Background: an optimization exercise with open tools, aiming at small area. Do not read the settings as production practice. At most, simulation tests tie the RTL to the original design; equivalence was not proved. Only the layout flow was run in run 5; the RTL was not checked for function there. Power figures rest on the tool's default switching activity, not on a simulated workload.

--- flow/standard.sh ---
#!/bin/bash
# synth_recipe.tcl (not shown) runs the flow's synth.tcl, then flattens the netlist and writes it again
# the make line also repeats each setting of config.mk as NAME=value (left out here)
make -C /OpenROAD-flow-scripts/flow DESIGN_CONFIG=/design/flow/config.mk WORK_HOME=/design/flow/orfs CLKGATE_MAP_FILE= SYNTH_SCRIPT=/design/flow/synth_recipe.tcl "${@:-finish}"
--- flow/constraint.sdc ---
create_clock -name core_clock -period 9.0 [get_ports {clk}]
set_input_delay 1.8000 -clock core_clock [delete_from_list [all_inputs] [get_ports {clk}]]
set_output_delay 1.8000 -clock core_clock [all_outputs]
set_load 0.01 [all_outputs]
--- flow/design.v ---
module riscvCpu #(parameter PC_WIDTH = 32, INS_WIDTH = 32, REG_WIDTH = 32, IMMFULLWIDTH = 19, REG_ADDR_WIDTH = 5, TOTAL_REGS = 32) (
  input logic resetn,
  input logic clk,
  input logic [REG_WIDTH-1:0] regRdData1,
  input logic [REG_WIDTH-1:0] regRdData2,
  input logic [REG_WIDTH-1:0] memrdData,
  input logic [INS_WIDTH-1:0] InstrData,
  output logic [REG_ADDR_WIDTH-1:0] regWrAdr,
  output logic [REG_ADDR_WIDTH-1:0] regRdAdr1,
  output logic [REG_ADDR_WIDTH-1:0] regRdAdr2,
  output logic regWE,
  output logic [REG_WIDTH-1:0] regWrData,
  output logic [PC_WIDTH-1:0] memAdr,
  output logic [REG_WIDTH-1:0] memwrData,
  output logic memWE,
  output logic [PC_WIDTH-1:0] InstrAdr
);
  function automatic logic is_ctrl(input logic [6:0] op);
    is_ctrl = (op == 7'h63) || (op == 7'h6F) || (op == 7'h67);
  endfunction
  logic [31:0] pc;             
  logic [31:0] instr;          
  logic [31:0] ir;             
  logic [31:0] e_rs1, e_rs2;   
  logic [6:0]  e_op;
  logic [4:0]  e_rd, e_ra1, e_ra2;
  logic [2:0]  e_f3;
  logic [6:0]  e_f7;
  logic [31:0] m_res;          
  logic [31:0] badr;           
  logic        dobr;
  logic        m_ctrl, m_load, m_wr, m_fwd;
  logic [4:0]  m_rd;
  logic [31:0] w_val;          
  logic        w_wr;
  logic [4:0]  w_rd;
  logic        f0, f1, f2;     
  logic        d1, d2, d3;     
  logic [1:0]  e_n;            
  logic        e_j;            
  logic is_op, is_opi, is_auipc, is_lui, is_jal, is_jalr, is_br, is_ld, is_st;
  logic w_stall;
  always_comb
    w_stall = resetn && (is_ctrl(instr[6:0]) || is_ctrl(ir[6:0]) || is_ctrl(e_op) || m_ctrl);
  logic [31:0] pc_inc;
  always_comb begin : inc
    logic c;
    c = !is_jalr;
    pc_inc[1:0] = pc[1:0];
    for (int i = 2; i < 32; i++) begin
      pc_inc[i] = pc[i] ^ c;
      c = c & pc[i];
    end
  end
  assign InstrAdr = pc;
  always_ff @(posedge clk or negedge resetn)
    if (!resetn) pc <= 32'd0;
    else if (dobr) pc <= badr;
    else if (!w_stall) pc <= pc_inc;
  always_ff @(posedge clk) begin
    instr <= InstrData & ~({32{w_stall}} & 32'h01ff8fff);
    ir <= instr;
  end
  logic inc_now, ir_jal;
  assign inc_now = resetn && !dobr && !w_stall;
  assign ir_jal  = ir[6:0] == 7'h6F;
  always_ff @(posedge clk) begin
    f0 <= inc_now;
    f1 <= f0;
    f2 <= f1;
    d1 <= resetn && dobr;
    d2 <= d1;
    d3 <= d2;
    e_n <= ir_jal ? ({1'b0, f1} + {1'b0, f2}) : ({1'b0, inc_now} + {1'b0, f0} + {1'b0, f1});
    e_j <= d3;
  end
  assign regRdAdr1 = ir[19:15];
  assign regRdAdr2 = ir[24:20];
  logic [31:0] res;
  logic        fwd_next;
  logic [31:0] rs1_data, rs2_data;
  logic hE1, hM1, hW1, hE2, hM2, hW2;
  assign hE1 = (e_rd == ir[19:15]) && (e_rd != 5'd0);
  assign hM1 = (m_rd == ir[19:15]) && (m_rd != 5'd0);
  assign hW1 = (w_rd == ir[19:15]) && (w_rd != 5'd0);
  assign hE2 = (e_rd == ir[24:20]) && (e_rd != 5'd0);
  assign hM2 = (m_rd == ir[24:20]) && (m_rd != 5'd0);
  assign hW2 = (w_rd == ir[24:20]) && (w_rd != 5'd0);
  assign rs1_data = ({32{hE1 && fwd_next}} & res)
                  | ({32{!hE1 && hM1 && m_fwd}} & m_res)
                  | ({32{!hE1 && !hM1 && hW1 && w_wr}} & w_val)
                  | ({32{!hE1 && !hM1 && !hW1}} & regRdData1);
  assign rs2_data = ({32{hE2 && fwd_next}} & res)
                  | ({32{!hE2 && hM2 && m_fwd}} & m_res)
                  | ({32{!hE2 && !hM2 && hW2 && w_wr}} & w_val)
                  | ({32{!hE2 && !hM2 && !hW2}} & regRdData2);
  always_ff @(posedge clk or negedge resetn)
    if (!resetn) begin
      e_op <= 7'd0;
      e_rd <= 5'd0;
    end else begin
      e_op <= ir[6:0];
      e_rd <= ir[11:7];
    end
  always_ff @(posedge clk) begin
    e_rs1 <= rs1_data;
    e_rs2 <= rs2_data;
    e_ra1 <= ir[19:15];
    e_ra2 <= ir[24:20];
    e_f3  <= ir[14:12];
    e_f7  <= ir[31:25];
  end
  assign is_op    = e_op == 7'h33;
  assign is_opi   = e_op == 7'h13;
  assign is_auipc = e_op == 7'h17;
  assign is_lui   = e_op == 7'h37;
  assign is_jal   = e_op == 7'h6F;
  assign is_jalr  = e_op == 7'h67;
  assign is_br    = e_op == 7'h63;
  assign is_ld    = e_op == 7'h03;
  assign is_st    = e_op == 7'h23;
  logic [31:0] imm;
  logic        sS, sB, sU, sJ, sI, sgn;
  assign sS  = is_st;
  assign sB  = is_br;
  assign sU  = is_lui || is_auipc;
  assign sJ  = is_jal;
  assign sI  = !(sS || sB || sU || sJ);
  assign sgn = e_f7[6];
  assign imm[0]     = (sI & e_ra2[0]) | (sS & e_rd[0]);
  assign imm[4:1]   = ({4{sI || sJ}} & e_ra2[4:1]) | ({4{sS || sB}} & e_rd[4:1]);
  assign imm[10:5]  = {6{!sU}} & e_f7[5:0];
  assign imm[11]    = ((sI || sS) & sgn) | (sB & e_rd[0]) | (sJ & e_ra2[0]);
  assign imm[19:12] = ({8{sU || sJ}} & {e_ra1, e_f3}) | ({8{!(sU || sJ)}} & {8{sgn}});
  assign imm[30:20] = ({11{sU}} & {e_f7[5:0], e_ra2}) | ({11{!sU}} & {11{sgn}});
  assign imm[31]    = sgn;
  logic [31:0] opd1, opd2;
  assign opd1 = e_rs1;
  assign opd2 = e_rs2;
  logic [29:0] pcb_hi;
  logic [31:0] pc_back, base, tgt;
  bk_add #(30) u_back (.a(pc[31:2]), .b({28'hfffffff, ~e_n}), .cin(1'b1), .s(pcb_hi), .cout(), .p(), .g());
  assign pc_back = {pcb_hi, pc[1:0]};
  assign base = ({32{is_jalr || is_ld || is_st}} & opd1)
              | ({32{is_auipc || is_br || (is_jal && !e_j)}} & pc_back)
              | ({32{is_jal && e_j}} & badr);
  bk_add #(32) u_tgt (.a(base), .b(imm), .cin(1'b0), .s(tgt), .cout(), .p(), .g());
  assign memWE     = is_st;
  assign memwrData = opd2;
  assign memAdr    = (is_ld || is_st) ? tgt : 32'd0;
  logic        sub;
  logic [31:0] ain, bin, bx, sum, ap, ag;
  logic        cout, ult, eq, slt_s, btkn;
  assign ain = opd1;
  assign bin = ({32{is_op || is_br}} & opd2) | ({32{!(is_op || is_br)}} & tgt);
  assign sub = is_br || ((is_op || is_opi) &&
               ((e_f3 == 3'd0) ? (is_op && (e_f7 != 7'd0)) : (e_f3 == 3'd2 || e_f3 == 3'd3)));
  assign bx  = bin ^ {32{sub}};
  bk_add #(32) u_alu (.a(ain), .b(bx), .cin(sub), .s(sum), .cout(cout), .p(ap), .g(ag));
  assign ult   = !cout;
  assign eq    = &ap;
  assign slt_s = (ain[31] ^ bin[31]) ? ain[31] : ult;
  always_comb
    case (e_f3)
      3'd0: btkn = eq;
      3'd1: btkn = !eq;
      3'd4: btkn = slt_s;
      3'd5: btkn = !slt_s;
      3'd6: btkn = ult;
      3'd7: btkn = !ult;
      default: btkn = 1'b0;
    endcase
  logic        left;
  logic [4:0]  shamt;
  logic [31:0] shin, shout, shres;
  assign left  = (e_f3 == 3'd1);
  assign shamt = is_op ? opd2[4:0] : e_ra2;
  always_comb
    for (int i = 0; i < 32; i++) shin[i] = left ? ain[31-i] : ain[i];
  assign shout = shin >> shamt;
  always_comb
    for (int i = 0; i < 32; i++) shres[i] = shout[31-i];
  logic        alu_op, sel_sum, sel_shl, sel_shr, sel_lt, sel_p, sel_g, sel_pc;
  assign alu_op  = is_op || is_opi;
  assign sel_sum = is_auipc || (alu_op && e_f3 == 3'd0);
  assign sel_shl = alu_op && e_f3 == 3'd1;
  assign sel_shr = alu_op && e_f3 == 3'd5;
  assign sel_lt  = alu_op && (e_f3 == 3'd2 || e_f3 == 3'd3);
  assign sel_p   = alu_op && (e_f3 == 3'd4 || e_f3 == 3'd6);
  assign sel_g   = alu_op && (e_f3 == 3'd6 || e_f3 == 3'd7);
  assign sel_pc  = is_jal || is_jalr;
  always_comb begin
    res = ({32{sel_sum}} & sum) | ({32{sel_shl}} & shres) | ({32{sel_shr}} & shout)
        | ({32{sel_p}} & ap) | ({32{sel_g}} & ag) | ({32{sel_pc}} & pc_inc)
        | ({32{is_lui}} & imm);
    res[0] = res[0] | (sel_lt & ult);
  end
  assign fwd_next = is_op || is_opi || is_auipc || is_jalr || is_lui;
  always_ff @(posedge clk) begin
    m_res  <= res;
    m_fwd  <= fwd_next;
    m_load <= is_ld;
    m_wr   <= fwd_next || is_ld || is_jal;
    m_ctrl <= is_br || is_jal || is_jalr;
    m_rd   <= e_rd;
    dobr   <= is_jal || is_jalr || (is_br && btkn);
    if (is_br || is_jal || is_jalr) badr <= tgt;
    else if (dobr)                  badr <= pc;
  end
  always_ff @(posedge clk) begin
    w_val <= m_load ? memrdData : m_res;
    w_wr  <= m_wr;
    w_rd  <= m_rd;
  end
  assign regWE     = w_wr && (w_rd != 5'd0);
  assign regWrAdr  = w_rd;
  assign regWrData = w_val;
endmodule
module bk_add #(parameter W = 32) (
  input  logic [W-1:0] a,
  input  logic [W-1:0] b,
  input  logic         cin,
  output logic [W-1:0] s,
  output logic         cout,
  output logic [W-1:0] p,
  output logic [W-1:0] g
);
  logic [W-1:0] gg, pp;
  assign p = a ^ b;
  assign g = a & b;
  localparam int LOG = (W > 16) ? 5 : (W > 8) ? 4 : (W > 4) ? 3 : (W > 2) ? 2 : 1;
  always_comb begin
    gg = g;
    pp = p;
    gg[0] = g[0] | (p[0] & cin);
    for (int k = 0; k < LOG; k++)
      for (int i = 0; i < W; i++)
        if ((i % (2 << k)) == (2 << k) - 1) begin
          gg[i] = gg[i] | (pp[i] & gg[i - (1 << k)]);
          pp[i] = pp[i] & pp[i - (1 << k)];
        end
    for (int k = LOG - 2; k >= 0; k--)
      for (int i = 0; i < W; i++)
        if ((i >= (3 << k) - 1) && ((i - ((3 << k) - 1)) % (2 << k)) == 0) begin
          gg[i] = gg[i] | (pp[i] & gg[i - (1 << k)]);
          pp[i] = pp[i] & pp[i - (1 << k)];
        end
  end
  assign s = p ^ {gg[W-2:0], cin};
  assign cout = gg[W-1];
endmodule
--- flow/flow/synth.tcl ---
# The standard synthesis (synth_recipe.tcl, sourced unchanged), with two
# changes to how the combinational logic is mapped: full and half adders are
# not extracted into the platform's adder cells (extract_fa does nothing), and
# Yosys's abc pass uses the area-oriented ABC script in abc_area.script instead
# of ORFS's script.
# Flip-flops are mapped before abc runs, so the registers, their names and
# their cell types are exactly those of the standard synthesis.
proc extract_fa {args} {
  puts "extract_fa: skipped, adders are mapped by abc"
}
proc abc {args} {
  set i [lsearch -exact $args -script]
  if { $i >= 0 } {
    set args [lreplace $args [expr {$i + 1}] [expr {$i + 1}] $::env(FLOW_ABC_SCRIPT)]
  }
  yosys abc {*}$args
}
source $::env(FLOW_WORK)/synth_recipe.tcl
--- flow/flow/run.sh ---
#!/bin/bash
# Own layout flow: the standard ORFS flow (standard.sh) with these changes
# to how the layout is made:
#  * synthesis is the standard synthesis script, but adders are not
#    extracted into adder cells and ABC maps with an area-oriented script
#    (flow/synth.tcl, flow/abc_area.script); registers are unchanged;
#  * the input and output port buffers are the platform's smallest buffer
#    (sky130_fd_sc_hd__buf_1) instead of the delay buffer buffer_ports picks;
#  * clock tree synthesis inserts no dummy loads and builds the tree from
#    sky130_fd_sc_hd__clkbuf_4 and _8 buffers, in sink clusters of up to 16
#    within 60 um.
# make's full output goes to make_finish.log here; each ORFS step's log is
# copied here too.
set -euo pipefail
export FLOW_WORK="$PWD"
export FLOW_ABC_SCRIPT="$PWD/flow/abc_area.script"
bash standard.sh \
  "SYNTH_SCRIPT=$PWD/flow/synth.tcl" \
  "BUFFER_PORTS_ARGS=-buffer_cell sky130_fd_sc_hd__buf_1" \
  "CTS_ARGS=-sink_clustering_enable -repair_clock_nets -dont_use_dummy_load -buf_list {sky130_fd_sc_hd__clkbuf_4 sky130_fd_sc_hd__clkbuf_8} -sink_clustering_size 16 -sink_clustering_max_diameter 60" \
  finish > make_finish.log 2>&1
cp orfs/logs/sky130hd/riscvCpu/base/*.log . 2>/dev/null || true
--- flow/flow/abc_area.script ---
strash
&get -n
&st
&syn2
&dch -f
&nf -a -R 1000
&put
topo
upsize -c
dnsize -c
--- flow/config.mk ---
export PLATFORM = sky130hd
export DESIGN_NAME = riscvCpu
export DESIGN_NICKNAME = riscvCpu
export VERILOG_FILES = /design/flow/design.v
export SDC_FILE = /design/flow/constraint.sdc
export NUM_CORES = 4
export LEC_CHECK = 0
export CAP_MARGIN = 0
export CORE_MARGIN = 2
export CORE_UTILIZATION = 55
export PLACE_DENSITY = 0.75
export SLEW_MARGIN = 0
==> results.cfg, run 1 <==
[layout]
drive_above_1_share_pct = 6.46
post-route-cell-area_um2 = 19700
fillers = 2775
multi_input_area_um2 = 10600
fin_cells = 2710
syn_to_final_growth_pct = 12.2
antenna_cells = 0
fin_nets = 2440
seqCellArea_um2 = 6810

[placed_design]
hpwl_mm = 54.2
place.port_buffers = 274
place_area_um2 = 19300
dp.cells = 2683
place.gp.congestion = 1.08

[synth]
avgSynthCellArea_um2 = 8.86
synth.most_common_cell = dfxtp_1
synthTopCellsByCount = dfxtp_1 (237), nand2_1 (231), nor2_1 (227)
synth_top_area_cell = dfxtp_1
yosysWarnings = 3
yosys-top-cells-area = dfxtp_1 (27%), dfrtp_1 (6.3%), xnor2_1 (6.1%)
synth_nets = 2114
synth_top_cell_area_share_pct = 27.0
async_flop_share_pct = 14.1
ys.flop_type = dfxtp_1
yosysSeqAreaShare_pct = 38.7
syn_area_um2 = 17600
syn_inst = 1984
ys_ff_latch = 313
ys_types = 80
synth_edf_count = 32

[power]
pwr-share-seq_pct = 51.1
p_int_mw = 2.25
p_clk_share_pct = 20.0
pwr-share-comb_pct = 28.9
switching_share_pct = 38.1
switchingPower_mw = 1.38
p_per_area_nw_per_um2 = 184
ir_drop_mv = 0.198
p_leak_nw = 7.34

[setup_path]
r2r_start = pc[2]
path_max_fanout = 10
r2r-end = dobr
critPathLaunchType = register
reg2reg_depth = 31
critPathRequiredTime_ns = 7.20
crit_arrival_ns = 6.70
cp-end-kind = primary output
rrSetupSlack_ns = 0.64
crit_end = memAdr[31]
crit_start = pc[2]
path_class = register to primary output

[die]
num_rows = 65
start_util_pct = 55.8
die-width_um = 183
core_um2 = 31500
dieArea_um2 = 33400
dieHeight_um = 183
ios = 275

[global_route]
grt.overflow.total = 0
grt_pass1_wl_mm = 107
antenna_found_initial = 4
grt_pass1_vias = 17300
grt_max_degree = 66
grt.total_usage_pct = 42.7

[cts]
clockRootBuffer = clkbuf_8
path_clk_slew_ns = 0.10
cts_tree = built
clockBufferDepth = 3
cts_buffers = 27
cts.sink_count = 313
htreeDepth = 1
cts.hold.buffers_added = 0
post_cts_buffers = 0
clock_latency_ns = 0.66
post_cts_resized = 0

[drt]
drc = 0
first_pass_iters = 8
num_vias = 18400
drt_iter0_drc = 2845
drt-total-wl_mm = 73.5
via_per_inst = 6.80
ant_nets = 0
wl_per_cell_um = 27.1

[timing]
skew_ns = 0.109
maxClockFrequency_mhz = 118
fin_crit_sh_pct = 94.5
relSlewSlack_pct = 12.5
fin_crit_ns = 8.50
whs_ns = 0.307
rsz0062_at_grt = no
hold_viol = 0
slew_viol_final = 0
fin_tns_setup_ns = 0
worstMarginPinSlew_ns = 1.31
setup_viol = 0

[min_path]
hold_class = register to register

[job]
maxCapViolations = 0

[run_status]
status = finished clean
[layout make-up]
type,instances,area share [%]
multi-input combinational,1612,53.6
sequential,313,34.5
timing repair buffer,307,6.48
inverter,49,0.933
clock buffer,27,1.88
tap,402,2.55
[layer usage]
metal	GRT usage, %	part of all wire [%]	up-vias
met3	8.90	12	276
li1	-	-	8030
met4	22.9	6.0	6
met2	66.2	44	1381
met5	0	0.063	-
met1	56.3	38	8725
[state kept, by name, indices dropped and copies added, names as in the netlist, 7 cells and up]
name,count
ir,32
instr,32
e_op,7
m_res,32
pc,32
e_rs2,32
e_rs1,32
w_val,32
e_f7,7
badr,32
[per-stage QoR]
| step | setup slack [ns] | util, % | total power, mW |
|---|---|---|---|
| after floorplan | 1.84 | - | 2.48 |
| after global placement | 1.09 | 61.5 | 2.87 |
| after detailed placement | 0.890 | 61.5 | 2.89 |
| after CTS | 0.587 | 62.6 | 3.59 |
| after global routing | 0.154 | 62.6 | 3.78 |
| final | 0.496 | 62.6 | 3.63 |
[layout by cell type, fill, tap and decap left out, types with 9 or more instances in the layout]
cell | synthesis | layout
o21ai_0 | 161 | 161
edfxtp_1 | 32 | 32
mux4_2 | 24 | 24
a222oi_1 | 79 | 79
and2_0 | 45 | 45
nand3_1 | 23 | 23
a21o_1 | 17 | 17
nor2_1 | 227 | 224
buf_4 | 10 | 33
or2_0 | 13 | 13
o31ai_1 | 13 | 13
nor3_1 | 34 | 30
a221oi_1 | 10 | 10
nand2_1 | 231 | 230
o211ai_1 | 12 | 12
dfrtp_1 | 44 | 44
clkinv_1 | 43 | 43
buf_1 | 0 | 273
nand4_1 | 9 | 9
xor2_1 | 71 | 71
a31oi_1 | 17 | 17
maj3_1 | 15 | 15
a21oi_1 | 173 | 172
xnor2_1 | 123 | 123
o22ai_1 | 20 | 20
dfxtp_1 | 237 | 236
and3_1 | 21 | 21
or3_1 | 11 | 11
mux2_1 | 40 | 40
nand2b_1 | 16 | 16
clkbuf_8 | 0 | 27
a22oi_1 | 24 | 24
nor2b_1 | 9 | 9
o221ai_1 | 15 | 15
a211oi_1 | 12 | 12
mux2i_1 | 38 | 33
[worst max-delay path: stages (launching register included)]
cell	delay [ns]
dfrtp_1	0.50
nand2b_1	0.23
maj3_1	0.40
or3_1	0.42
nor2_1	0.14
buf_4	0.15
nand4_1	0.21
or4_1	0.52
or2_1	0.32
xnor2_1	0.15
a222oi_1	0.46
nand2_1	0.15
nor2b_1	0.22
and4_1	0.23
o21ai_0	0.08
nand2_1	0.10
a31oi_4	0.22
o31ai_4	0.12
a31oi_2	0.23
o21ai_2	0.11
a21o_1	0.18
maj3_1	0.34
xnor2_1	0.28
nor2_1	0.11
buf_1	0.16
[how the worst min path moves through the flow]
stage	from	slack [ns]	endpoint	cells after the start
after detailed placement	ir[12]	0.31	e_f3[0]	0
final	ir[13]	0.31	e_f3[1]	0
after CTS	ir[13]	0.30	e_f3[1]	0
after global routing	ir[13]	0.31	e_f3[1]	0
after global placement	instr[17]	0.31	ir[17]	0
after floorplan	d1	0.31	d2	0
[cells by family after synthesis]
family | after synthesis | share of synthesized area [%]
AOI/OAI and AO/OA | 621 | 23.5
xor gates and xnor gates | 195 | 9.76
adders and majority gates | 17 | 0.997
buffers and inverters | 59 | 1.47
DFF | 313 | 38.7
muxes | 102 | 7.80
and+or+nand+nor | 677 | 17.7
[power by group through the flow]
stage	combinational, mW	sequential [mW]	clock [mW]
global placement	1.01	1.86	0
finish	1.05	1.85	0.725
CTS	1.03	1.84	0.724
global route	1.14	1.87	0.774
floorplan	0.687	1.79	0
detailed placement	1.02	1.87	0
==> inputs of run 2 (changes only) <==
==> flow/flow/abc_area.script (replaced) <==
strash
&get -n
&st
&syn2
&dch -f
&nf -a -R 1000
&put
topo
dnsize -c
--- a/flow/config.mk
+++ b/flow/config.mk
@@ -7,6 +7,6 @@
 export LEC_CHECK = 0
 export CAP_MARGIN = 0
 export CORE_MARGIN = 2
-export CORE_UTILIZATION = 55
+export CORE_UTILIZATION = 60
 export PLACE_DENSITY = 0.75
 export SLEW_MARGIN = 0
==> results.cfg, run 2 <==
[run_status]
status = finished clean

[layout]
fin_nets = 2479
drive_above_1_share_pct = 6.31
syn_to_final_growth_pct = 14.1
fin_cells = 2732
post-route-cell-area_um2 = 19800
final_common_cell = buf_1
mostFrequentLayoutCells = buf_1 (273), nand2_1 (236), dfxtp_1 (236)

[timing]
relSlewSlack_pct = 9.43
fin_ws_ns = 0.435
fin_tns_setup_ns = 0
hold_viol = 0
setup_viol = 0
skew_ns = 0.0746
worstMarginPinSlew_ns = 1.36
fin_crit_ns = 8.56
maxClockFrequency_mhz = 117
slew_viol_final = 0
fin_crit_sh_pct = 95.2

[drt]
num_vias = 19000
ant_nets = 0
wl_per_cell_um = 27.3
drt-total-wl_mm = 74.5
drt_iter0_drc = 2937
via_per_inst = 6.95
drc = 0
first_pass_iters = 11

[setup_path]
path_max_fanout = 10
path_class = register to primary output
reg2reg_depth = 32
rrSetupSlack_ns = 0.61
crit_arrival_ns = 6.76
cpPeakStageDelay_ns = 0.53
cpMaxStageDelayCell = or4_1
critPathRequiredTime_ns = 7.20
cp-end-kind = primary output
crit_chain = nand2b_1 -> maj3_1 -> or3_1 -> nor2_2 -> nand4_1 -> or4_1 -> or2_0 -> xnor2_1 -> a222oi_1 -> nand2_1 -> nor2b_1 -> and4_1 -> o21ai_0 -> nand2_1 -> a31oi_1 -> o31ai_2 -> a31oi_1 -> o21ai_1 -> a21o_1 -> maj3_1 -> xnor2_1 -> nor2_1 -> buf_1
critPathLaunchType = register

[placed_design]
place.gp.congestion = 1.06
hpwl_mm = 54.5
dp.cells = 2701
place.port_buffers = 274
place_area_um2 = 19400
dp_slack_ns = 0.534

[min_path]
hold_path_depth = 0
hold_class = register to register

[die]
dieArea_um2 = 30300
start_util_pct = 60.6
dieHeight_um = 174
num_rows = 62
ios = 275
die-width_um = 174
core_um2 = 28600

[synth]
ys.flop_type = dfxtp_1
syn_area_um2 = 17400
synthTopCellsByCount = dfxtp_1 (237), nand2_1 (237), nor2_1 (231)
async_flop_share_pct = 14.1
ys_ff_latch = 313
yosys-top-cells-area = dfxtp_1 (27%), dfrtp_1 (6.3%), xnor2_1 (6.3%)
avgSynthCellArea_um2 = 8.75
synth_nets = 2114
synth_edf_count = 32
synth_top_area_cell = dfxtp_1
syn_inst = 1984
yosysWarnings = 3
ys_types = 56
yosysSeqAreaShare_pct = 39.2
synth_top_cell_area_share_pct = 27.3

[cts]
clockRootBuffer = clkbuf_8
cts.sink_count = 313
path_clk_slew_ns = 0.10
cts_buffers = 26
cts_tree = built
clockBufferDepth = 3
clock_latency_ns = 0.63
htreeDepth = 1

[power]
pwr-share-comb_pct = 29.6
pwr-share-seq_pct = 50.8
p_clk_share_pct = 19.5
ir_drop_mv = 0.208
p_leak_nw = 7.44
power_mw = 3.64
switching_share_pct = 38.2
p_int_mw = 2.25
switchingPower_mw = 1.39
p_per_area_nw_per_um2 = 184

[global_route]
grt_pass1_vias = 18000
grt.overflow.total = 0
antenna_found_initial = 3
grt.total_usage_pct = 47.5
grt_pass1_wl_mm = 109
grt_max_degree = 67

[job]
maxCapViolations = 0
-- run 2: cell count changes after synthesis, moves of 4 or more --
cell,change
nand2_2,-5
a21oi_1,+4
inv_2,-6
a21oi_2,-4
clkinv_1,+6
o21ai_1,-5
nor2_1,+4
o21ai_0,+12
nand2_1,+6
o21ai_2,-6
or2_0,+4
-- run 2: cell type report --
cell class	instances	area, µm²
Antenna cell	1	2.50
Sequential cell	313	6810
Inverter	49	184
Tap cell	384	480
Timing Repair Buffer	347	1580
Fill cell	2281	8830
Multi-Input combinational cell	1612	10400
Clock buffer	26	358
-- run 2: path summary, 6_finish.rpt --
check	endpoint	startpoint
hold reg to reg	d3	d2
hold / removal	d3	d2
min in group asynchronous	pc[0]	resetn
max in group asynchronous	pc[13]	resetn
setup / recovery	memAdr[31]	pc[2]
setup reg to reg	dobr	pc[2]
-- run 2: critical path, delay by kind of cell (launching register included) --
family / cells / cell delay (ns)
and+or+nand+nor: 11 / 2.75
AOI/OAI and AO/OA: 7 / 1.53
adders and majority gates: 2 / 0.74
DFF: 1 / 0.50
xor gates and xnor gates: 2 / 0.45
buffers and inverters: 1 / 0.16
-- run 2: layer usage --
| metal | part of all wire (%) | vias to the layer above | wire [µm] | global-route usage [%] |
|---|---|---|---|---|
| met5 | 0.036 | - | 27 | 0 |
| met2 | 44 | 1607 | 32700 | 74.2 |
| met1 | 35 | 8882 | 26100 | 59.0 |
| met4 | 7.5 | 4 | 5570 | 29.0 |
| met3 | 14 | 380 | 10100 | 12.4 |
| li1 | - | 8117 | - | - |
-- run 2: repair_timing --
item	4_1_cts	5_1_grt
setup buffers	0	4
setup endpoints to repair	0	16
resized for setup	0	12
hold buffers	0	0
-- run 2: cells by family (layout without fill, tap and decap cells) --
| family | after synthesis | after routing | share of synthesized area, % |
|---|---|---|---|
| xor gates and xnor gates | 195 | 195 | 9.84 |
| and+or+nand+nor | 677 | 677 | 17.3 |
| buffers and inverters | 59 | 422 | 1.49 |
| AOI/OAI and AO/OA | 621 | 621 | 23.2 |
| muxes | 102 | 102 | 7.90 |
| adders and majority gates | 17 | 17 | 0.981 |
| DFF | 313 | 313 | 39.2 |
| other | 0 | 1 | 0 |
-- run 2: power groups by stage --
stage	Clock (mW)	Sequential, mW	Combinational [mW]
after floorplan	0	1.79	0.667
after global placement	0	1.86	1.00
after detailed placement	0	1.86	1.03
after CTS	0.703	1.83	1.04
after global routing	0.748	1.86	1.16
final	0.711	1.85	1.08
-- run 2: per-stage QoR --
step	hold WS (ns)	util, %
finish	0.315	69.1
global route	0.316	69.1
CTS	0.321	68.9
detailed placement	0.312	67.7
global placement	0.310	67.7
floorplan	0.310	-
==> inputs of run 3 (changes only) <==
--- a/flow/config.mk
+++ b/flow/config.mk
@@ -7,6 +7,7 @@
 export LEC_CHECK = 0
 export CAP_MARGIN = 0
 export CORE_MARGIN = 2
-export CORE_UTILIZATION = 60
+export CORE_UTILIZATION = 55
+export GPL_ROUTABILITY_DRIVEN = 0
 export PLACE_DENSITY = 0.75
 export SLEW_MARGIN = 0
==> results.cfg, run 3 <==
[synth]
ys_ff_latch = 313
yosys-top-cells-area = dfxtp_1 (27%), dfrtp_1 (6.3%), xnor2_1 (6.3%)
synth_top_cell_area_share_pct = 27.3
ys_types = 56
synth_top_area_cell = dfxtp_1
yosysSeqAreaShare_pct = 39.2
synth_edf_count = 32
async_flop_share_pct = 14.1
synthTopCellsByCount = dfxtp_1 (237), nand2_1 (237), nor2_1 (231)
yosysWarnings = 3
syn_inst = 1984
ys.flop_type = dfxtp_1
avgSynthCellArea_um2 = 8.75
syn_area_um2 = 17400
synth_nets = 2114

[timing]
fin_ws_ns = 0.408
setup_viol = 0
maxClockFrequency_mhz = 116
fin_tns_setup_ns = 0
fin_crit_sh_pct = 95.5
skew_ns = 0.0620
slew_viol_final = 0
worstMarginPinSlew_ns = 1.17
whs_ns = 0.281
relSlewSlack_pct = 22.1
hold_viol = 0
fin_crit_ns = 8.59
rsz0062_at_grt = no

[power]
p_per_area_nw_per_um2 = 183
ir_drop_mv = 0.177
p_leak_nw = 7.42

[die]
core_um2 = 31300
dieHeight_um = 182
dieArea_um2 = 33000
start_util_pct = 55.4
die-width_um = 182
ios = 275
num_rows = 65

[cts]
clockBufferDepth = 3
path_clk_slew_ns = 0.09
clock_latency_ns = 0.63
htreeDepth = 1
cts_buffers = 28
cts_tree = built
cts.hold.buffers_added = 0
clockRootBuffer = clkbuf_8
cts.sink_count = 313

[setup_path]
cp-end-kind = primary output
path_delay_family = simple AND/OR/NAND/NOR gates
r2r_start = e_op[3]
crit_start = pc[2]
crit_arrival_ns = 6.79
critPathRequiredTime_ns = 7.20
path_class = register to primary output
worst-path-buf-inv = 1
path_max_fanout = 10
cpMaxStageDelayCell = or4_1
crit_chain = nand2b_1 -> maj3_1 -> or3_1 -> nor2_1 -> nand4_1 -> or4_1 -> or2_0 -> xnor2_1 -> a222oi_1 -> nand2_1 -> nor2b_1 -> and4_1 -> o21ai_0 -> nand2_1 -> a31oi_1 -> o31ai_2 -> a31oi_1 -> o21ai_1 -> a21o_1 -> maj3_1 -> xnor2_1 -> nor2_1 -> buf_1
critPathLaunchType = register
cpPeakStageDelay_ns = 0.50

[layout]
mostFrequentLayoutCells = buf_1 (273), dfxtp_1 (236), nand2_1 (234)
fin_nets = 2467
drive_above_1_share_pct = 5.82
fillers = 2721
final_util_pct = 63.1
post-route-cell-area_um2 = 19800
syn_to_final_growth_pct = 13.8
final_common_cell = buf_1

[global_route]
grt.overflow.total = 0
grt_pass1_vias = 17200
grt_pass1_wl_mm = 99.9
grt.total_usage_pct = 39.4
antenna_found_initial = 1
grt_max_degree = 67

[placed_design]
place.port_buffers = 274
hpwl_mm = 48.6
dp_slack_ns = 0.600
place_area_um2 = 19300

[min_path]
min_from = instr[29]
hold_class = register to register

[drt]
ant_nets = 0
num_vias = 18300
first_pass_iters = 10
drc = 0
via_per_inst = 6.69
wl_per_cell_um = 24.4
drt-total-wl_mm = 66.9
drt_iter0_drc = 3352

[run_status]
status = finished clean

[job]
maxCapViolations = 0
## run 3: layer usage
metal | up-vias | part of all wire, % | global-route usage, %
met5 | - | 0 | 0
met4 | 0 | 7.3 | 24.7
met3 | 355 | 13 | 11.2
met1 | 8462 | 37 | 49.4
li1 | 8088 | - | -
met2 | 1413 | 43 | 59.8
## run 3: through the flow
step	std cells	power, mW
3_3_place_gp	2707	2.83
5_1_grt	2737	3.77
3_5_place_dp	2707	2.86
4_1_cts	2735	3.56
2_1_floorplan	1984	2.46
6_report	2738	3.62
## run 3: report_power, final
part	switching, mW	internal (mW)
Sequential	0.280	1.56
Combinational	0.618	0.425
Clock	0.457	0.275
Total	1.36	2.26
## run 3: worst reg2reg max path: cells and delay by family (launching register included)
family                     cells  cell delay [ns]
xor gates and xnor gates       3             1.11
buffers and inverters          2             0.32
and+or+nand+nor               16             2.66
DFF                            1             0.40
adders and majority gates      3             1.01
AOI/OAI and AO/OA             13             2.73
## run 3: what timing repair did
action	4_1_cts	5_1_grt
setup buffers	0	2
setup endpoints to repair	0	24
resized for setup	0	17
## run 3: path summary, 6_finish.rpt
path	slack, ns	to	cells past startpoint
worst max-delay path	0.41	memAdr[31]	23
worst min-delay path	0.28	ir[29]	0
worst max register to register	0.64	dobr	37
worst min register to register	0.28	ir[29]	0
max in group asynchronous	7.16	pc[29]	2
min in group asynchronous	1.30	e_rd[3]	2
## run 3: cell families (layout without fill, tap and decap cells)
group                      count (synthesis)  count (layout)  synth area share (%)
AOI/OAI and AO/OA                        621             621                  23.2
xor gates and xnor gates                 195             195                  9.84
adders and majority gates                 17              17                 0.981
buffers and inverters                     59             410                  1.49
DFF                                      313             313                  39.2
muxes                                    102             102                  7.90
other                                      0               1                     0
and+or+nand+nor                          677             677                  17.3
## run 3: layout make-up
type,count,area [µm²],share of cell area (%)
Multi-Input combinational cell,1612,10400,52.6
Sequential cell,313,6810,34.5
Antenna cell,1,2.50,0.0127
Tap cell,402,503,2.55
Clock buffer,28,385,1.95
Inverter,49,184,0.931
Timing Repair Buffer,333,1470,7.46
==> inputs of run 4 (changes only) <==
==> flow/flow/abc_area.script (replaced) <==
strash
&get -n
&st
&syn2
&dch -f
&nf -a -R 1000
&put
topo
upsize -c
dnsize -c
==> results.cfg, run 4 <==
[run_status]
status = finished clean

[synth]
ys.flop_type = dfxtp_1
synth_top_cell_area_share_pct = 27.0
syn_inst = 1984
avgSynthCellArea_um2 = 8.86
syn_area_um2 = 17600
yosys-top-cells-area = dfxtp_1 (27%), dfrtp_1 (6.3%), xnor2_1 (6.1%)
synth_nets = 2114
synth.most_common_cell = dfxtp_1
ys_types = 80
async_flop_share_pct = 14.1
yosysWarnings = 3
synthTopCellsByCount = dfxtp_1 (237), nand2_1 (231), nor2_1 (227)
synth_top_area_cell = dfxtp_1
synth_edf_count = 32
ys_ff_latch = 313
yosysSeqAreaShare_pct = 38.7

[cts]
htreeDepth = 1
cts.sink_count = 313
cts_buffers = 28
clockBufferDepth = 3
cts.hold.buffers_added = 0
clockRootBuffer = clkbuf_8
cts_tree = built
path_clk_slew_ns = 0.09
post_cts_resized = 0
clock_latency_ns = 0.62
post_cts_buffers = 0

[layout]
antenna_cells = 0
fin_cells = 2707
final_common_cell = buf_1
mostFrequentLayoutCells = buf_1 (273), dfxtp_1 (236), nand2_1 (230)
fillers = 2795
fin_nets = 2437
syn_to_final_growth_pct = 12.0
post-route-cell-area_um2 = 19700
drive_above_1_share_pct = 6.16
final_util_pct = 62.5

[global_route]
grt.total_usage_pct = 38.2
grt_max_degree = 66
grt.overflow.total = 0
grt_pass1_wl_mm = 97.8
antenna_found_initial = 0
grt_pass1_vias = 17000

[setup_path]
rrSetupSlack_ns = 0.59
critPathLaunchType = register
cp-end-kind = primary output
crit_start = pc[2]
path_max_fanout = 10
reg2reg_depth = 34
r2r_start = pc[2]
crit_arrival_ns = 6.82
critPathRequiredTime_ns = 7.20
crit_end = memAdr[31]
r2r-end = e_rs2[30]
path_class = register to primary output

[power]
ir_drop_mv = 0.184
pwr-share-comb_pct = 28.7
switching_share_pct = 37.2
p_leak_nw = 7.33
power_mw = 3.59
switchingPower_mw = 1.34
p_int_mw = 2.26
p_per_area_nw_per_um2 = 183
pwr-share-seq_pct = 51.1
p_clk_share_pct = 20.2

[die]
die-width_um = 183
core_um2 = 31500
num_rows = 65
start_util_pct = 55.8
ios = 275
dieHeight_um = 183
dieArea_um2 = 33400

[drt]
wl_per_cell_um = 24.4
num_vias = 18200
drt-total-wl_mm = 66.1
first_pass_iters = 12
drt_iter0_drc = 3154
drc = 0
ant_nets = 0
via_per_inst = 6.71

[timing]
maxClockFrequency_mhz = 116
rsz0062_at_grt = no
fin_crit_sh_pct = 95.8
relSlewSlack_pct = 14.5
fin_tns_setup_ns = 0
whs_ns = 0.330
fin_ws_ns = 0.380
fin_crit_ns = 8.62
skew_ns = 0.0893
hold_viol = 0
setup_viol = 0
slew_viol_final = 0
worstMarginPinSlew_ns = 1.27

[placed_design]
place_area_um2 = 19300
dp_slack_ns = 0.899
dp.cells = 2679
place.port_buffers = 274
hpwl_mm = 48.2

[min_path]
min_from = ir[30]
hold_class = register to register

[job]
maxCapViolations = 0
[run 4: power by group through the flow]
stage          sequential, mW  clock [mW]  combinational [mW]
4_1_cts                  1.82       0.739                1.00
3_5_place_dp             1.85           0                1.00
5_1_grt                  1.85       0.789                1.12
6_report                 1.84       0.726                1.03
3_3_place_gp             1.84           0               0.975
2_1_floorplan            1.79           0               0.687
[run 4: area by class of cell]
class | count | area, µm² | area share, %
Sequential cell | 313 | 6810 | 34.6
Clock buffer | 28 | 385 | 1.96
Tap cell | 402 | 503 | 2.56
Inverter | 49 | 184 | 0.934
Timing Repair Buffer | 303 | 1250 | 6.34
Multi-Input combinational cell | 1612 | 10600 | 53.6
[run 4: critical path: stages, from the launching register on]
cell and delay [ns]:
dfrtp_1 0.50, nand2b_1 0.24, maj3_1 0.40, or3_1 0.39, nor2_1 0.42, nand4_1 0.29, or4_1 0.51, or2_1 0.33
xnor2_1 0.16, a222oi_1 0.41, nand2_1 0.15, nor2b_1 0.21, and4_1 0.22, o21ai_0 0.09, nand2_1 0.11, a31oi_4 0.21
o31ai_4 0.12, a31oi_2 0.22, o21ai_2 0.11, a21o_1 0.18, maj3_1 0.34, xnor2_1 0.17, nor2_1 0.22, buf_1 0.18
[run 4: metal layers]
metal | GRT usage (%) | up-vias | part of all wire (%)
met1 | 48.2 | 8494 | 36
met3 | 9.59 | 298 | 13
met4 | 23.7 | 0 | 7.5
met2 | 58.9 | 1347 | 43
met5 | 0 | - | 0
li1 | - | 8012 | -
[run 4: cells by family after synthesis]
kind of cell | after synthesis | synth area share (%)
compound gates | 621 | 23.5
xor+xnor | 195 | 9.76
fa+ha+maj | 17 | 0.997
buf+inv | 59 | 1.47
flops | 313 | 38.7
mux | 102 | 7.80
simple gates | 677 | 17.7
[run 4: how the worst min path moves through the flow]
stage | to | cells past startpoint
5_1_grt | e_f7[2] | 0
6_report | e_f7[5] | 0
3_3_place_gp | ir[28] | 0
2_1_floorplan | d2 | 0
3_5_place_dp | d3 | 0
4_1_cts | e_f7[2] | 0
==> inputs of run 5 (changes only) <==
--- a/flow/design.v
+++ b/flow/design.v
@@ -139,7 +139,23 @@
   assign opd2 = e_rs2;
   logic [29:0] pcb_hi;
   logic [31:0] pc_back, base, tgt;
-  bk_add #(30) u_back (.a(pc[31:2]), .b({28'hfffffff, ~e_n}), .cin(1'b1), .s(pcb_hi), .cout(), .p(), .g());
+  always_comb begin : dec
+    logic [2:0] lo;
+    logic [6:0] gz;
+    logic       bk, bj;
+    lo = {1'b0, pc[3:2]} - {1'b0, e_n};
+    pcb_hi[1:0] = lo[1:0];
+    for (int k = 0; k < 7; k++) gz[k] = (pc[4*k+7 -: 4] == 4'd0);
+    for (int k = 0; k < 7; k++) begin
+      bk = lo[2];
+      for (int m = 0; m < k; m++) bk = bk & gz[m];
+      bj = bk;
+      for (int j = 0; j < 4; j++) begin
+        pcb_hi[4*k+2+j] = pc[4*k+4+j] ^ bj;
+        bj = bj & !pc[4*k+4+j];
+      end
+    end
+  end
   assign pc_back = {pcb_hi, pc[1:0]};
   assign base = ({32{is_jalr || is_ld || is_st}} & opd1)
               | ({32{is_auipc || is_br || (is_jal && !e_j)}} & pc_back)
==> flow/flow/abc_area.script (replaced) <==
strash
&get -n
&st
&syn2
&dch -f
&nf -a -R 1000
&put
topo
dnsize -c
--- a/flow/config.mk
+++ b/flow/config.mk
@@ -8,6 +8,5 @@
 export CAP_MARGIN = 0
 export CORE_MARGIN = 2
 export CORE_UTILIZATION = 55
-export GPL_ROUTABILITY_DRIVEN = 0
 export PLACE_DENSITY = 0.75
 export SLEW_MARGIN = 0
==> results.cfg, run 5 <==
[run_status]
status = finished clean

[die]
core_um2 = 30700
ios = 275
dieArea_um2 = 32900
die-width_um = 181
num_rows = 64
dieHeight_um = 181
start_util_pct = 56.3

[setup_path]
crit_arrival_ns = 6.98
cpMaxStageDelayCell = or4_4
cpPeakStageDelay_ns = 0.50
path_max_fanout = 5
crit_top_cell = nand2b_1
cp-end-kind = primary output
critPathRequiredTime_ns = 7.20
critPathLaunchType = register
path_class = register to primary output

[synth]
synth.area.mux_share_pct = 7.74
ys.flop_type = dfxtp_1
syn_inst = 1981
synth_compound_area_share_pct = 22.8
yosysWarnings = 2
ys_ff_latch = 313
synthTopCellsByCount = nand2_1 (277), dfxtp_1 (237), nor2_1 (210)
synthSimpleGateAreaFrac_pct = 17.6
avgSynthCellArea_um2 = 8.73
async_flop_share_pct = 14.1
synth_top_area_cell = dfxtp_1
synth.most_common_cell = nand2_1
syn_area_um2 = 17300
synth_edf_count = 32
synth_top_family_by_area = compound AO/OA/AOI/OAI gates
synth_adder_area_share_pct = 0.984
synth_xor_area_share_pct = 10.2
synth_nets = 2111
synth_top_cell_area_share_pct = 27.4
yosysSeqAreaShare_pct = 39.3
yosys-top-cells-area = dfxtp_1 (27%), dfrtp_1 (6.4%), nand2_1 (6.0%)
ys_types = 54

[cts]
cts_buffers = 26
cts.sink_count = 313
clockRootBuffer = clkbuf_8
clockBufferDepth = 3
path_clk_slew_ns = 0.09
htreeDepth = 1
cts.hold.buffers_added = 0
cts_tree = built
clock_latency_ns = 0.65

[timing]
maxClockFrequency_mhz = 114
setup_viol = 0
fin_ws_ns = 0.218
hold_viol = 0
slew_viol_final = 0
worstMarginPinSlew_ns = 1.21
fin_crit_ns = 8.78
fin_crit_sh_pct = 97.6
relSlewSlack_pct = 18.8
fin_tns_setup_ns = 0
rsz0062_at_grt = yes
skew_ns = 0.109

[job]
maxCapViolations = 0

[min_path]
hold_class = register to register

[drt]
num_vias = 18700
wl_per_cell_um = 26.3
drc = 0
first_pass_iters = 9
ant_nets = 0
drt_iter0_drc = 2644
drt-total-wl_mm = 73.6
via_per_inst = 6.68

[layout]
syn_to_final_growth_pct = 16.8
fin_nets = 2532
fin_cells = 2797
fillers = 2657
final_util_pct = 65.7
drive_above_1_share_pct = 8.42
post-route-cell-area_um2 = 20200
mostFrequentLayoutCells = nand2_1 (275), buf_1 (273), dfxtp_1 (236)
multi_input_area_um2 = 10400
final_common_cell = nand2_1
seqCellArea_um2 = 6810

[placed_design]
place.port_buffers = 274
place.gp.congestion = 1.10
dp_slack_ns = 0.237
hpwl_mm = 54.4
dp.cells = 2767
place_area_um2 = 19800

[global_route]
grt_max_degree = 66
grt_pass1_vias = 17700
antenna_found_initial = 1
grt_pass1_wl_mm = 107
grt.overflow.total = 0
grt.total_usage_pct = 43.3

[power]
ir_drop_mv = 0.233
p_leak_nw = 7.69
p_per_area_nw_per_um2 = 183
[run 5: changes by cell type after synthesis, moves of 6 or more]
| cell | previous run | this run |
|---|---|---|
| nand2_1 | 231 | 277 |
| o21ai_0 | 161 | 191 |
| a21oi_1 | 173 | 153 |
| nor2_1 | 227 | 210 |
| xor2_1 | 71 | 87 |
| a21o_1 | 17 | 9 |
| xnor2_1 | 123 | 115 |
| a22oi_1 | 24 | 17 |
| inv_2 | 6 | 0 |
| nand2b_1 | 16 | 22 |
| o21ai_2 | 6 | 0 |
[run 5: area by class of cell]
cell class	count	share of cell area, %
Antenna cell	1	0.0124
Clock buffer	26	1.77
Timing Repair Buffer	403	9.89
Tap cell	396	2.45
Multi-Input combinational cell	1619	51.4
Inverter	39	0.725
Sequential cell	313	33.7
[run 5: layer usage]
layer	routed length [µm]	GRT usage, %	vias to the layer above
li1	-	-	8208
met1	27100	54.9	8790
met2	32200	67.5	1373
met3	8450	7.98	319
met4	5910	29.1	0
met5	0	0	-
[run 5: critical path, delay by kind of cell, from the launching register on]
family	cells	cell delay, ns
XOR/XNOR	1	0.37
AND/OR/NAND/NOR	16	3.24
flip-flops	1	0.38
adder cells (fa/ha/maj)	2	0.78
AO/OA/AOI/OAI	7	1.29
buffers and inverters	2	0.29
[run 5: report_power, final]
group,total (mW),internal (mW),switching [mW]
Clock,0.711,0.256,0.455
Sequential,1.85,1.57,0.281
Combinational,1.13,0.475,0.660
Total,3.69,2.30,1.40
[run 5: path summary, 6_finish.rpt]
path / startpoint / end / slack [ns] / depth (start not counted)
min in group asynchronous: resetn / e_rd[2] / 1.28 / 2
max in group asynchronous: resetn / pc[18] / 7.10 / 2
worst max-delay path: pc[2] / memAdr[29] / 0.22 / 28
worst max register to register: pc[2] / dobr / 0.58 / 38
worst min-delay path: ir[29] / e_f7[4] / 0.31 / 0
worst min register to register: ir[29] / e_f7[4] / 0.31 / 0
[run 5: cell families after synthesis]
logic type / after synthesis
compound gates: 608
xor+xnor: 202
mux: 100
flops: 313
simple gates: 692
buf+inv: 49
fa+ha+maj: 17
[run 5: per-stage QoR]
stage | hold WS [ns] | power (mW)
CTS | 0.313 | 3.65
detailed placement | 0.312 | 2.96
global route | 0.312 | 3.84
floorplan | 0.310 | 2.47
finish | 0.313 | 3.69
global placement | 0.310 | 2.93
[run 5: repair_timing]
action,4_1_cts,5_1_grt
endpoints found under the setup margin,3,8
gates resized for setup,3,9
setup buffers,2,1
pin swaps,2,3

## port drivers added, routing unchanged
How much do the figures lean on ideal ports? The routed layouts below were timed once more, with nothing changed but the port constraints. Step 1 (the two cells are an assumption about what drives the block):
set clk [get_ports {clk}]
set_driving_cell -lib_cell sky130_fd_sc_hd__clkbuf_16 $clk
set_driving_cell -lib_cell sky130_fd_sc_hd__buf_2 [delete_from_list [all_inputs] $clk]
Step 2 moves the port delays by t, midway between the first and last clock arrival at a register: inputs arrive t later, outputs are due t later. That takes back most of the time a late clock gives input paths. Three values: no drivers, after step 1, after step 2; two values: the first two.
run	t, ns	setup WS [ns]	hold WS [ns]	worst setup path at the end	worst register clock-pin slew, ns
run 1	0.654	0.496 / 0.444 / 0.645	0.307 / 0.307 / 0.307	register to register	0.11 / 0.11
run 2	0.642	0.435 / 0.383 / 0.614	0.315 / 0.315 / 0.315	register to register	0.11 / 0.11
run 3	0.651	0.408 / 0.357 / 0.636	0.281 / 0.281 / 0.281	register to register	0.10 / 0.10
run 4	0.629	0.380 / 0.331 / 0.591	0.330 / 0.330 / 0.330	register to register	0.10 / 0.10
run 5	0.647	0.218 / 0.164 / 0.583	0.313 / 0.313 / 0.313	register to register	0.11 / 0.11
After both steps setup and hold are still met in every run listed.
